Background: an optimization exercise with open tools, aiming at small area, a short achievable clock period and few clock cycles. Do not read the settings as production practice.
At most, simulation tests tie the RTL to the original design; equivalence was not proved.

Setup of old:
==> module rsa_encrypt, before the edit <==
module rsa_encrypt(input clk, reset_n, compute,
                   input [31:0] M, e, n,
                   output logic [31:0] C,
                   output logic encrypt_done);
  logic        busy, first, init, keep, trv, mul, yb, ec;
  logic        sa, sx, zx;    
  logic        nz;            
  logic [4:0]  i;             
  logic [3:0]  j;             
  logic [15:0] acc, X;
  function automatic [1:0] lod4(input [3:0] v);
    lod4 = v[3] ? 2'd3 : v[2] ? 2'd2 : v[1] ? 2'd1 : 2'd0;
  endfunction
  function automatic [4:0] msb32(input [31:0] v);
    logic [7:0] nz;
    logic [1:0] hi;
    logic [1:0] lo;
    logic [3:0] q;
    for (int k = 0; k < 8; k++) nz[k] = |v[4*k +: 4];
    hi = lod4({|nz[7:6], |nz[5:4], |nz[3:2], |nz[1:0]});
    lo = nz[2*hi+1] ? 2'd1 : 2'd0;
    q = v[4*(2*hi+lo) +: 4];
    msb32 = {hi, lo[0], lod4(q)};
  endfunction
  function automatic [3:0] msb16(input [15:0] v);
    logic [3:0] nz;
    logic [1:0] hi;
    for (int k = 0; k < 4; k++) nz[k] = |v[4*k +: 4];
    hi = lod4(nz);
    msb16 = {hi, lod4(v[4*hi +: 4])};
  endfunction
  function automatic below16(input [15:0] v);
    below16 = 1'b0;
    for (int k = 0; k < 15; k++) if (v[k+1]) below16 = v[k];
  endfunction
  function automatic below2_16(input [15:0] v);
    below2_16 = 1'b0;
    for (int k = 0; k < 14; k++) if (v[k+2]) below2_16 = v[k];
  endfunction
  wire [15:0] nb = nz ? n[15:0] : 16'd0;
  wire [17:0] xa = zx ? 18'd0 : {1'b0, acc, 1'b0};
  wire [17:0] xb = {2'b0, ({16{sa}} & acc) | ({16{sx}} & X)};
  wire [17:0] z1 = ~{2'b0, nb};
  wire [17:0] z2 = ~{1'b0, nb, 1'b0};
  wire [17:0] s1 = xa ^ xb ^ z1;
  wire [17:0] c1 = {(xa[16:0] & xb[16:0]) | (xa[16:0] & z1[16:0]) | (xb[16:0] & z1[16:0]), 1'b1};
  wire [17:0] s2 = xa ^ xb ^ z2;
  wire [17:0] c2 = {(xa[16:0] & xb[16:0]) | (xa[16:0] & z2[16:0]) | (xb[16:0] & z2[16:0]), 1'b1};
  wire [15:0] t0 = xa[15:0] + xb[15:0];
  wire [17:0] t1 = s1 + c1;    
  wire [17:0] t2 = s2 + c2;    
  wire [15:0] acc_n = !t2[17] ? t2[15:0] : (!t1[17] ? t1[15:0] : t0);
  wire [15:0] Xf  = init ? X : acc;       
  wire [15:0] Y   = mul ? M[15:0] : X;    
  wire y01  = Xf[15:1] == 15'd0;          
  wire m2   = M[15:2] == 14'd0;           
  wire bm   = below16(M[15:0]);           
  wire fin  = first ? (mul && m2) : (j == 4'd0);
  wire more = !mul && ec;                 
  wire adv  = fin && !more;               
  wire triv = (e[31:1] == 31'd0) || (M[15:1] == 15'd0);    
  logic busy_n, done_n, first_n, init_n, keep_n, mul_n, yb_n;
  logic [3:0] j_n;
  logic [4:0] i_n;
  always_comb begin
    busy_n = busy; done_n = encrypt_done;
    first_n = first; init_n = init; keep_n = keep; mul_n = mul;
    yb_n = yb; j_n = j; i_n = i;
    if (busy) begin
      if ((first && init && trv) || (adv && i == 5'd0)) begin
        busy_n = 1'b0;
        done_n = 1'b1;
      end
      if (first) begin
        first_n = 1'b0;
        init_n = 1'b0;
        if (mul) begin
          keep_n = 1'b0;
          j_n = msb16({2'b0, M[15:2]});
          yb_n = below2_16(M[15:0]);
        end else begin
          keep_n = y01;
          j_n = y01 ? 4'd0 : msb16({1'b0, Xf[15:1]});
          yb_n = below16(Xf);
        end
      end else begin
        j_n = j - 4'd1;
        yb_n = Y[j - 4'd1];
        keep_n = 1'b0;
      end
      if (fin) begin
        first_n = 1'b1;
        mul_n = more;
        if (adv) i_n = i - 5'd1;
      end
    end else begin
      if (encrypt_done) begin
        if (!compute) done_n = 1'b0;
      end else if (compute) busy_n = 1'b1;
      first_n = 1'b1;
      init_n = 1'b1;
      keep_n = 1'b0;
      mul_n = 1'b0;
      i_n = msb32({1'b0, e[31:1]});
    end
  end
  always_ff @(posedge clk, negedge reset_n) begin
    if (!reset_n) begin
      busy <= 1'b0;
      encrypt_done <= 1'b0;
    end else begin
      busy <= busy_n;
      encrypt_done <= done_n;
    end
  end
  wire sq1 = busy_n && first_n && !mul_n;    
  wire mu1 = busy_n && first_n && mul_n;     
  wire stp = busy_n && !first_n && !keep_n;  
  always_ff @(posedge clk) begin
    acc <= acc_n;
    ec <= e[i];
    first <= first_n; init <= init_n; keep <= keep_n; mul <= mul_n;
    yb <= yb_n; j <= j_n; i <= i_n;
    sa <= (sq1 && !init_n) || (mu1 && bm) || keep_n || !busy_n;
    sx <= (sq1 && init_n) || (stp && yb_n);
    zx <= sq1 || keep_n || !busy_n;
    nz <= stp || mu1;
    if (busy && first && !init) X <= acc;
    if (!busy) begin
      X <= M[15:0];
      trv <= triv;
    end
  end
  assign C = {16'd0, acc};
endmodule
==> flow/config.mk <==
export PLATFORM = sky130hd
export DESIGN_NAME = rsa_encrypt
export DESIGN_NICKNAME = rsa_encrypt
export VERILOG_FILES = /design/flow/design.v
export SDC_FILE = /design/flow/constraint.sdc
export NUM_CORES = 4
export LEC_CHECK = 0
export CAP_MARGIN = 20
export CORE_MARGIN = 2
export CORE_UTILIZATION = 40
export CTS_BUF_LIST = sky130_fd_sc_hd__clkbuf_8
export PLACE_DENSITY = 0.6
export SETUP_SLACK_MARGIN = 1.5
export SLEW_MARGIN = 20
==> flow/constraint.sdc <==
create_clock -name core_clock -period 5.0 [get_ports {clk}]
set_input_delay 1.0000 -clock core_clock [delete_from_list [all_inputs] [get_ports {clk}]]
set_output_delay 1.0000 -clock core_clock [all_outputs]
set_load 0.01 [all_outputs]
standard.sh (not shown) runs the stock make flow with config.mk's settings and CLKGATE_MAP_FILE= SYNTH_SCRIPT=/design/flow/synth_recipe.tcl, a recipe that flattens the netlist after the stock synthesis.
==> flow/flow/run.sh <==
#!/bin/bash
# The standard layout, with the port buffers made from the smallest buffer
# cell instead of the delay cell buffer_ports picks by default.
set -euo pipefail
export BUFFER_PORTS_ARGS="-buffer_cell sky130_fd_sc_hd__buf_1"
bash standard.sh > standard_flow.log 2>&1
The following lists how new was set up differently from old:
--- a/flow/design.v
+++ b/flow/design.v
@@ -39,19 +39,18 @@
   endfunction
   wire [15:0] nb = nz ? n[15:0] : 16'd0;
-  wire [17:0] xa = zx ? 18'd0 : {1'b0, acc, 1'b0};
-  wire [17:0] xb = {2'b0, ({16{sa}} & acc) | ({16{sx}} & X)};
-  wire [17:0] z1 = ~{2'b0, nb};
-  wire [17:0] z2 = ~{1'b0, nb, 1'b0};
-  wire [17:0] s1 = xa ^ xb ^ z1;
-  wire [17:0] c1 = {(xa[16:0] & xb[16:0]) | (xa[16:0] & z1[16:0]) | (xb[16:0] & z1[16:0]), 1'b1};
-  wire [17:0] s2 = xa ^ xb ^ z2;
-  wire [17:0] c2 = {(xa[16:0] & xb[16:0]) | (xa[16:0] & z2[16:0]) | (xb[16:0] & z2[16:0]), 1'b1};
-  wire [15:0] t0 = xa[15:0] + xb[15:0];
-  wire [17:0] t1 = s1 + c1;    
-  wire [17:0] t2 = s2 + c2;    
-  wire [15:0] acc_n = !t2[17] ? t2[15:0] : (!t1[17] ? t1[15:0] : t0);
-  wire [15:0] Xf  = init ? X : acc;       
+  wire [18:0] xa = zx ? 19'd0 : {2'b0, acc, 1'b0};
+  wire [18:0] xb = {3'b0, ({16{sa}} & acc) | ({16{sx}} & X)};
+  wire [18:0] z1 = ~{3'b0, nb};
+  wire [18:0] z2 = ~{2'b0, nb, 1'b0};
+  wire [18:0] s1 = xa ^ xb ^ z1;
+  wire [18:0] c1 = {(xa[17:0] & xb[17:0]) | (xa[17:0] & z1[17:0]) | (xb[17:0] & z1[17:0]), 1'b1};
+  wire [18:0] s2 = xa ^ xb ^ z2;
+  wire [18:0] c2 = {(xa[17:0] & xb[17:0]) | (xa[17:0] & z2[17:0]) | (xb[17:0] & z2[17:0]), 1'b1};
+  wire [18:0] t0 = xa + xb;
+  wire [18:0] t1 = s1 + c1;    
+  wire [18:0] t2 = s2 + c2;    
+  wire [15:0] acc_n = !t2[18] ? t2[15:0] : (!t1[18] ? t1[15:0] : t0[15:0]);
   wire [15:0] Y   = mul ? M[15:0] : X;    
-  wire y01  = Xf[15:1] == 15'd0;          
+  wire y01  = acc[15:1] == 15'd0;         
   wire m2   = M[15:2] == 14'd0;           
   wire bm   = below16(M[15:0]);           
@@ -79,9 +78,9 @@
           j_n = msb16({2'b0, M[15:2]});
           yb_n = below2_16(M[15:0]);
-        end else begin
+        end else if (!init) begin
           keep_n = y01;
-          j_n = y01 ? 4'd0 : msb16({1'b0, Xf[15:1]});
-          yb_n = below16(Xf);
-        end
+          j_n = y01 ? 4'd0 : msb16({1'b0, acc[15:1]});
+          yb_n = below16(acc);
+        end    
       end else begin
         j_n = j - 4'd1;
@@ -103,4 +102,6 @@
       mul_n = 1'b0;
       i_n = msb32({1'b0, e[31:1]});
+      j_n = msb16({1'b0, M[15:1]});
+      yb_n = bm;
     end
   end
### Flow results
Every stage of the flow completed for new, and the final layout passed the timing, design-rule and antenna checks.
Die area in new is 770 um^2 below old.
Total routing resource utilization after global routing: old and new compared, higher one is new
Looking at first element of the critical path, the n[1] result is from old; the n[6] one comes from new.
old → new: number of buffers added by the clock tree synthesis step stayed essentially flat, maximum frequency moved up.
Relative to old, new improves aggregate routed wire length.
Testbench counts of new, summed over its fixed seeds: cycles 5,140.
Function not checked in old: the RTL went through the layout flow alone.

-- separate check: timing with driven ports --
How much do the figures lean on ideal ports? The routed layouts below were timed once more, with nothing changed but the port constraints. Step 1 (the two cells are an assumption about what drives the block):
set clk [get_ports {clk}]
set_driving_cell -lib_cell sky130_fd_sc_hd__clkbuf_16 $clk
set_driving_cell -lib_cell sky130_fd_sc_hd__buf_2 [delete_from_list [all_inputs] $clk]
Step 2 times the ports against the registers' clock, not the clock port: input delays grow and output delays shrink by t, the midpoint of the rising clock arrivals with the driver on. Three values: ideal ports, drivers, drivers and shift; two values: the first two.
run	t, ns	slack for setup (ns)	clock arrival spread, ns
old	0.350	1.340 / 1.351 / 1.001	0.016 / 0.016
new	0.355	1.567 / 1.575 / 1.220	0.022 / 0.022
After both steps setup and hold are still met in every run listed. The setup slack of new, which loses most, moves by +0.008 ns with the drivers and by -0.347 ns with both steps.
